Source: an optimization exercise on an open RTL-to-GDS flow (aim: small area). Production flows keep margins and buffers that such runs may drop. In this exercise RTL edits were held to simulation tests only and were not proved equivalent to the original. Power figures rest on the tool's default switching activity, not on a simulated workload.

## missile_predictor_fpga
module missile_predictor_fpga(
    input clk50mhz,
    input rst,
    input uart_rx,
    output reg servo_pwm_out_x,
    output reg servo_pwm_out_y
);
==> flow/config.mk <==
export PLATFORM = sky130hd
export DESIGN_NAME = missile_predictor_fpga
export DESIGN_NICKNAME = missile_predictor_fpga
export VERILOG_FILES = /design/flow/design.v
export SDC_FILE = /design/flow/constraint.sdc
export NUM_CORES = 4
export LEC_CHECK = 0
export CAP_MARGIN = 20
export CORE_MARGIN = 2
export CORE_UTILIZATION = 70
export GPL_ROUTABILITY_DRIVEN = 0
export GPL_TIMING_DRIVEN = 0
export SLEW_MARGIN = 20
==> flow/constraint.sdc <==
create_clock -name core_clock -period 20.0 [get_ports {clk50mhz}]
set_input_delay 4.0000 -clock core_clock [delete_from_list [all_inputs] [get_ports {clk50mhz}]]
set_output_delay 4.0000 -clock core_clock [all_outputs]
set_load 0.01 [all_outputs]
standard.sh (not shown) runs the stock make flow with config.mk's settings and CLKGATE_MAP_FILE= SYNTH_SCRIPT=/design/flow/synth_recipe.tcl, a recipe that flattens the netlist after the stock synthesis.
==> flow/flow/run.sh <==
#!/bin/bash
# Own layout flow:
#  1. the standard synthesis (standard.sh synth);
#  2. its combinational logic re-mapped for area by ABC (flow/remap.tcl),
#     keeping every register cell and instance name of the standard
#     synthesis;
#  3. the standard layout from floorplan on (standard.sh), with two
#     overrides: every port still gets a buffer, but a buf_1
#     (BUFFER_PORTS_ARGS), and clock tree synthesis uses small clusters of
#     clkbuf_4 sink buffers and no dummy loads (CTS_ARGS).
# Each tool's output goes to a log file of its own in this folder.
set -euo pipefail
R=orfs/results/${FLOW_PLATFORM}/missile_predictor_fpga/base
export BUFFER_PORTS_ARGS="-buffer_cell sky130_fd_sc_hd__buf_1"
export CTS_ARGS="-sink_clustering_enable -repair_clock_nets -dont_use_dummy_load -sink_clustering_size 11 -sink_clustering_max_diameter 40 -buf_list {sky130_fd_sc_hd__clkbuf_4} -sink_clustering_buffer sky130_fd_sc_hd__clkbuf_4 -root_buf sky130_fd_sc_hd__clkbuf_4"

bash standard.sh synth > log_1_standard_synth.log 2>&1
cp "$R/1_2_yosys.v" standard_synth.v

export REMAP_LIB="${FLOW_HOME}/platforms/${FLOW_PLATFORM}/lib/sky130_fd_sc_hd__tt_025C_1v80.lib"
export REMAP_IN="$PWD/standard_synth.v"
export REMAP_OUT="$PWD/remapped.v"
"${FLOW_HOME}/../tools/install/yosys/bin/yosys" -c flow/remap.tcl > log_2_remap.log 2>&1

cp remapped.v "$R/1_2_yosys.v"
rm -f "$R/1_synth.odb" "$R/1_synth.sdc"
bash standard.sh > log_3_standard_layout.log 2>&1
Other scripts of this flow, unchanged in this note and not shown: flow/flow/remap.tcl
Change:
--- a/flow/flow/run.sh
+++ b/flow/flow/run.sh
@@ -14,3 +14,3 @@
 export BUFFER_PORTS_ARGS="-buffer_cell sky130_fd_sc_hd__buf_1"
-export CTS_ARGS="-sink_clustering_enable -repair_clock_nets -dont_use_dummy_load -sink_clustering_size 11 -sink_clustering_max_diameter 40 -buf_list {sky130_fd_sc_hd__clkbuf_4} -sink_clustering_buffer sky130_fd_sc_hd__clkbuf_4 -root_buf sky130_fd_sc_hd__clkbuf_4"
+export CTS_ARGS="-sink_clustering_enable -repair_clock_nets -dont_use_dummy_load -sink_clustering_size 11 -sink_clustering_max_diameter 40 -buf_list {sky130_fd_sc_hd__clkbuf_4 sky130_fd_sc_hd__clkbuf_8} -sink_clustering_buffer sky130_fd_sc_hd__clkbuf_4 -root_buf sky130_fd_sc_hd__clkbuf_8"
 
- The changed run passed the timing, DRC and antenna checks
- maximum frequency came out lower by 1.7%
- wire length came out higher by 0.53%
- worst setup slack loses 0.10 ns
- cell count does not change
- power came out higher by 0.76%
- synthesized area is unchanged
- hold slack gains 0.013 ns
- non-clock buffer count does not change
- sequential share of layout area came out lower by 0.16 points
- clock-buffer cell count does not change

========
The RTL this note starts from:
==> flow/design.v <==
module missile_predictor_fpga(
    input clk50mhz,
    input rst,
    input uart_rx,
    output reg servo_pwm_out_x,
    output reg servo_pwm_out_y
);
    reg [12:0] baud;
    reg [3:0]  bit_cnt;
    reg        byte_state;      
    reg        diff;            
    reg [7:0]  last_x;
    reg [7:0]  uart_y;
    wire rx_idle = bit_cnt[3] & bit_cnt[1];
    wire done    = rx_idle & ~bit_cnt[0];
    wire tick    = ~rx_idle & (&baud);
    wire shift   = tick & ~bit_cnt[3];
    always @(posedge clk50mhz) begin
        if (rx_idle)
            baud <= 13'h1b8b;
        else if (&baud)
            baud <= 13'h08ea;
        else
            baud <= {baud[11:0], baud[12] ^ baud[11] ^ baud[10] ^ baud[7]};
    end
    always @(posedge clk50mhz) begin
        if (rst)
            bit_cnt <= 4'd15;
        else if (rx_idle)
            bit_cnt <= uart_rx ? 4'd15 : 4'd0;
        else if (&baud)
            bit_cnt <= bit_cnt + 4'd1;
    end
    reg [4:0] cnt;
    wire x_done  = done & ~byte_state;
    wire cnt_hi  = cnt[4] & (cnt[3] | cnt[2]);           
    wire cnt_end = cnt[4] & cnt[3] & cnt[2] & cnt[1];    
    wire predict = x_done & cnt_end;
    wire pop     = x_done & diff & cnt_hi & ~cnt_end;
    wire win     = byte_state & ((bit_cnt == 4'd0) | (bit_cnt == 4'd15));
    wire old_bit = byte_state ? uart_y[0] : last_x[0];
    always @(posedge clk50mhz) begin
        if (rst) begin
            byte_state <= 1'b0;
            diff <= 1'b0;
            last_x <= 8'd128;
            uart_y <= 8'd128;
            cnt <= 5'd0;
        end else begin
            if (done)
                byte_state <= ~byte_state;
            if (shift)
                diff <= (diff & ~(byte_state & (bit_cnt[2:0] == 3'd0))) | (old_bit ^ uart_rx);
            if (shift & ~byte_state)
                last_x <= {uart_rx, last_x[7:1]};
            if (shift & byte_state)
                uart_y <= {uart_rx, uart_y[7:1]};
            if (x_done) begin
                if (cnt_end)
                    cnt <= {4'd0, diff};
                else if (cnt_hi | diff)
                    cnt <= cnt + 5'd1;
            end
        end
    end
    reg [7:0] ring [0:21];
    reg [3:0] slot;
    reg       slot_y;
    integer i;
    always @(posedge clk50mhz) begin
        if (rst) begin
            slot <= 4'd1;
            slot_y <= 1'b0;
        end else if (!pop) begin
            if (slot == 4'd11) begin
                slot <= 4'd1;
                slot_y <= ~slot_y;
            end else
                slot <= slot + 4'd1;
        end
    end
    wire [7:0] newest = slot_y ? uart_y : last_x;
    wire wr = win & ({1'b0, slot} == cnt);
    always @(posedge clk50mhz) begin
        for (i = 0; i < 21; i = i + 1)
            ring[i] <= ring[i+1];
        ring[21] <= wr ? newest : ring[0];
    end
    function [7:0] extrap(input [7:0] h19, input [7:0] h0);
        reg [8:0] d, v, p;
        begin
            d = {1'b0, h19} - {1'b0, h0};
            v = {{4{d[8]}}, d[8:4]};
            p = {1'b0, h19} + {v[5:0], 3'b000} + {v[7:0], 1'b0};
            extrap = p[7:0] & {8{~p[8]}};
        end
    endfunction
    wire [7:0] pred = extrap(newest, ring[0]);
    reg [7:0] pred_x, pred_y;
    always @(posedge clk50mhz) begin
        if (win & (slot == 4'd1) & ~slot_y)
            pred_x <= pred;
        if (win & (slot == 4'd1) & slot_y)
            pred_y <= pred;
    end
    reg [7:0] x_pos, y_pos;
    always @(posedge clk50mhz) begin
        if (rst) begin
            x_pos <= 8'd128;
            y_pos <= 8'd128;
        end else if (predict) begin
            x_pos <= pred_x;
            y_pos <= pred_y;
        end
    end
    reg [8:0]  pr;
    reg [11:0] pq;
    wire pr_end = &(pr | ~9'd293);
    wire pq_end = &(pq | ~12'd3316) & ~pq[8];
    wire pq_neg = &pq[11:8];
    always @(posedge clk50mhz) begin
        if (rst | (pq_end & (pr == 9'd95))) begin
            pr <= 9'd284;
            pq <= 12'd4010;
        end else if (pr_end) begin
            pr <= 9'd0;
            pq <= pq + 12'd1;
        end else
            pr <= pr + 9'd1;
    end
    wire [8:0] ky = {1'b0, y_pos} + 9'd85;
    always @(posedge clk50mhz) begin
        if (rst) begin
            servo_pwm_out_x <= 1'b0;
            servo_pwm_out_y <= 1'b0;
        end else begin
            servo_pwm_out_x <= pq_neg | (pq < {4'b0000, x_pos});
            servo_pwm_out_y <= pq_neg | ({pq, pr >= 9'd10} < {3'b000, ky, 1'b1});
        end
    end
endmodule
clock: 20.0 ns
lec_check: 0
cap_margin: 20
core_margin: 2
core_utilization: 70
slew_margin: 20
==> flow/flow/run.sh <==
#!/bin/bash
# Own layout flow:
#  1. the standard synthesis (standard.sh synth);
#  2. its combinational logic re-mapped for area by ABC (flow/remap.tcl),
#     keeping every register cell and name of the standard synthesis;
#  3. the standard layout from floorplan on (standard.sh), with the
#     clock tree synthesis arguments overridden (no dummy loads).
# Each tool's output goes to a log file of its own in this folder.
set -euo pipefail
R=orfs/results/${FLOW_PLATFORM}/missile_predictor_fpga/base
export CTS_ARGS="-sink_clustering_enable -repair_clock_nets -dont_use_dummy_load -sink_clustering_size 40 -sink_clustering_max_diameter 50 -buf_list {sky130_fd_sc_hd__clkbuf_8 sky130_fd_sc_hd__clkbuf_16} -sink_clustering_buffer sky130_fd_sc_hd__clkbuf_16 -root_buf sky130_fd_sc_hd__clkbuf_8"

bash standard.sh synth > log_1_standard_synth.log 2>&1
cp "$R/1_2_yosys.v" standard_synth.v

export REMAP_LIB="${FLOW_HOME}/platforms/${FLOW_PLATFORM}/lib/sky130_fd_sc_hd__tt_025C_1v80.lib"
export REMAP_IN="$PWD/standard_synth.v"
export REMAP_OUT="$PWD/remapped.v"
"${FLOW_HOME}/../tools/install/yosys/bin/yosys" -c flow/remap.tcl > log_2_remap.log 2>&1

cp remapped.v "$R/1_2_yosys.v"
rm -f "$R/1_synth.odb" "$R/1_synth.sdc"
bash standard.sh > log_3_standard_layout.log 2>&1
==> flow/flow/remap.tcl <==
# Re-map the combinational logic of the standard synthesis for area.
# The registers stay the cells (and instance names) the standard synthesis
# gave them: their cell modules are black boxes, everything else is
# flattened back to gates and mapped again by ABC.
set lib $::env(REMAP_LIB)
yosys read_liberty -ignore_miss_func $lib
yosys read_verilog $::env(REMAP_IN)
yosys hierarchy -top $::env(FLOW_TOP)
yosys setattr -mod -set blackbox 1 sky130_fd_sc_hd__dfxtp_1 sky130_fd_sc_hd__edfxtp_1
yosys flatten -separator _
yosys opt_clean
yosys abc -liberty $lib -dont_use sky130_fd_sc_hd__probe_p_8 -dont_use sky130_fd_sc_hd__probec_p_8 -dont_use *lpflow* -script "+strash;dch,-f;amap;strash;dch,-f;amap;strash;dch,-f;amap;topo"
yosys hilomap -singleton -hicell sky130_fd_sc_hd__conb_1 HI -locell sky130_fd_sc_hd__conb_1 LO
yosys splitnets
yosys opt_clean -purge
yosys stat -liberty $lib
yosys write_verilog -noattr -noexpr -nohex -nodec $::env(REMAP_OUT)
The first run passed the timing, DRC and antenna checks.
==> next run, changes <==
--- a/flow/flow/run.sh
+++ b/flow/flow/run.sh
@@ -9,5 +9,5 @@
 set -euo pipefail
 R=orfs/results/${FLOW_PLATFORM}/missile_predictor_fpga/base
-export CTS_ARGS="-sink_clustering_enable -repair_clock_nets -dont_use_dummy_load -sink_clustering_size 40 -sink_clustering_max_diameter 50 -buf_list {sky130_fd_sc_hd__clkbuf_8 sky130_fd_sc_hd__clkbuf_16} -sink_clustering_buffer sky130_fd_sc_hd__clkbuf_16 -root_buf sky130_fd_sc_hd__clkbuf_8"
+export CTS_ARGS="-sink_clustering_enable -repair_clock_nets -dont_use_dummy_load -sink_clustering_size 35 -sink_clustering_max_diameter 60 -buf_list {sky130_fd_sc_hd__clkbuf_8 sky130_fd_sc_hd__clkbuf_16} -sink_clustering_buffer sky130_fd_sc_hd__clkbuf_16 -root_buf sky130_fd_sc_hd__clkbuf_8"
 
 bash standard.sh synth > log_1_standard_synth.log 2>&1
--- a/flow/config.mk
+++ b/flow/config.mk
@@ -8,4 +8,4 @@
 export CAP_MARGIN = 20
 export CORE_MARGIN = 2
-export CORE_UTILIZATION = 70
+export CORE_UTILIZATION = 80
 export SLEW_MARGIN = 20
Outcome:
- The changed run completed with no timing, DRC or antenna violations
- area after synthesis does not change
- count of clock-buffer cells in the layout went down by 2
- combinational power came out higher by 13%
- sequential share of layout area grows by 0.47 points
- final area goes down by 0.69%
==> next run, changes <==
--- a/flow/flow/run.sh
+++ b/flow/flow/run.sh
@@ -9,5 +9,5 @@
 set -euo pipefail
 R=orfs/results/${FLOW_PLATFORM}/missile_predictor_fpga/base
-export CTS_ARGS="-sink_clustering_enable -repair_clock_nets -dont_use_dummy_load -sink_clustering_size 35 -sink_clustering_max_diameter 60 -buf_list {sky130_fd_sc_hd__clkbuf_8 sky130_fd_sc_hd__clkbuf_16} -sink_clustering_buffer sky130_fd_sc_hd__clkbuf_16 -root_buf sky130_fd_sc_hd__clkbuf_8"
+export CTS_ARGS="-sink_clustering_enable -repair_clock_nets -dont_use_dummy_load -sink_clustering_size 30 -sink_clustering_max_diameter 80 -buf_list {sky130_fd_sc_hd__clkbuf_8 sky130_fd_sc_hd__clkbuf_16} -sink_clustering_buffer sky130_fd_sc_hd__clkbuf_16 -root_buf sky130_fd_sc_hd__clkbuf_8"
 
 bash standard.sh synth > log_1_standard_synth.log 2>&1
What happened:
- The new run produced a clean layout
- non-clock buffer count stays the same
- via count decreases by 1.2%
- area after synthesis stays the same
- worst setup slack loses 0.014 ns
- routed wire length rose by 1.5%
==> next run, changes <==
--- a/flow/flow/run.sh
+++ b/flow/flow/run.sh
@@ -9,4 +9,5 @@
 set -euo pipefail
 R=orfs/results/${FLOW_PLATFORM}/missile_predictor_fpga/base
+export BUFFER_PORTS_ARGS="-buffer_cell sky130_fd_sc_hd__buf_1"
 export CTS_ARGS="-sink_clustering_enable -repair_clock_nets -dont_use_dummy_load -sink_clustering_size 30 -sink_clustering_max_diameter 80 -buf_list {sky130_fd_sc_hd__clkbuf_8 sky130_fd_sc_hd__clkbuf_16} -sink_clustering_buffer sky130_fd_sc_hd__clkbuf_16 -root_buf sky130_fd_sc_hd__clkbuf_8"
 
--- a/flow/config.mk
+++ b/flow/config.mk
@@ -8,4 +8,6 @@
 export CAP_MARGIN = 20
 export CORE_MARGIN = 2
-export CORE_UTILIZATION = 80
+export CORE_UTILIZATION = 70
+export GPL_ROUTABILITY_DRIVEN = 0
+export GPL_TIMING_DRIVEN = 0
 export SLEW_MARGIN = 20
After rerunning: Count of clock-buffer cells in the layout does not change; non-clock buffer count shrinks by 2; total power shrinks by 0.82%; critical path depth shrinks by 1; final cell count grows by 0.57%; combinational power shrinks by 13%; design area shrinks by 0.36%; utilization shrinks by 10 points; sequential share of layout area grows by 0.24 points; flip-flop and latch count stays the same.
==> next run, changes <==
--- a/flow/flow/run.sh
+++ b/flow/flow/run.sh
@@ -9,5 +9,4 @@
 set -euo pipefail
 R=orfs/results/${FLOW_PLATFORM}/missile_predictor_fpga/base
-export BUFFER_PORTS_ARGS="-buffer_cell sky130_fd_sc_hd__buf_1"
 export CTS_ARGS="-sink_clustering_enable -repair_clock_nets -dont_use_dummy_load -sink_clustering_size 30 -sink_clustering_max_diameter 80 -buf_list {sky130_fd_sc_hd__clkbuf_8 sky130_fd_sc_hd__clkbuf_16} -sink_clustering_buffer sky130_fd_sc_hd__clkbuf_16 -root_buf sky130_fd_sc_hd__clkbuf_8"
 
Via count is higher by 0.82%.
Core utilization is higher by 0.17 points.
Sequential power barely changes.
Worst setup slack got worse by 0.056 ns.
Design area barely changes.
Non-clock buffer count does not change.
Fmax drops by 0.95%.
Area after synthesis stays the same.
Clock skew goes up by 0.0046 ns.
Sequential share of layout area went down by 0.15 points.
==> next run, changes <==
--- a/flow/config.mk
+++ b/flow/config.mk
@@ -9,5 +9,3 @@
 export CORE_MARGIN = 2
 export CORE_UTILIZATION = 70
-export GPL_ROUTABILITY_DRIVEN = 0
-export GPL_TIMING_DRIVEN = 0
 export SLEW_MARGIN = 20
Result: Combinational power stays flat; die area stays the same; design area is about the same; first-iteration DRC count went down by 8.8%; wire length is lower by 3.1%; sequential cell count stays the same; worst setup slack degrades by 0.12 ns; power decreases by 0.52%; via count fell by 0.51%.

-- what the ideal ports hide --
How much do the figures lean on ideal ports? The routed layouts below were timed once more, with nothing changed but the port constraints. Step 1 assumes that a clkbuf_16 drives the clock port and a buf_2 every other input. Step 2 moves the port delays by t, midway between the first and last clock arrival at a register: inputs arrive t later, outputs are due t later. That takes back most of the time a late clock gives input paths. a / b / c = ideal / step 1 / step 2; a / b = the first two.
run | t, ns | slack for setup (ns) | worst setup path at the end | latest minus earliest clock arrival (ns) | cell pins on the clock port's net
the first run of note 1 | 0.649 | 14.016 / 14.024 / 13.376 | input to register | 0.066 / 0.067 | 1
the second run of note 1 | 0.536 | 13.913 / 13.924 / 13.388 | input to register | 0.054 / 0.054 | 1
the first run of note 2 | 0.549 | 13.909 / 13.920 / 13.370 | input to register | 0.060 / 0.059 | 1
the second run of note 2 | 0.536 | 13.859 / 13.859 / 13.392 | input to register | 0.039 / 0.039 | 1
the third run of note 2 | 0.540 | 13.846 / 13.832 / 13.292 | input to register | 0.052 / 0.052 | 1
the fourth run of note 2 | 0.538 | 14.132 / 14.146 / 13.608 | input to register | 0.067 / 0.068 | 1
the fifth run of note 2 | 0.526 | 14.076 / 14.089 / 13.563 | input to register | 0.072 / 0.072 | 1
the sixth run of note 2 | 0.524 | 13.954 / 13.965 / 13.440 | input to register | 0.023 / 0.023 | 1
After both steps setup and hold are still met in every run listed. For the first run of note 1, which loses most, drivers alone change the setup slack by +0.008 ns; drivers and shift together by -0.640 ns.
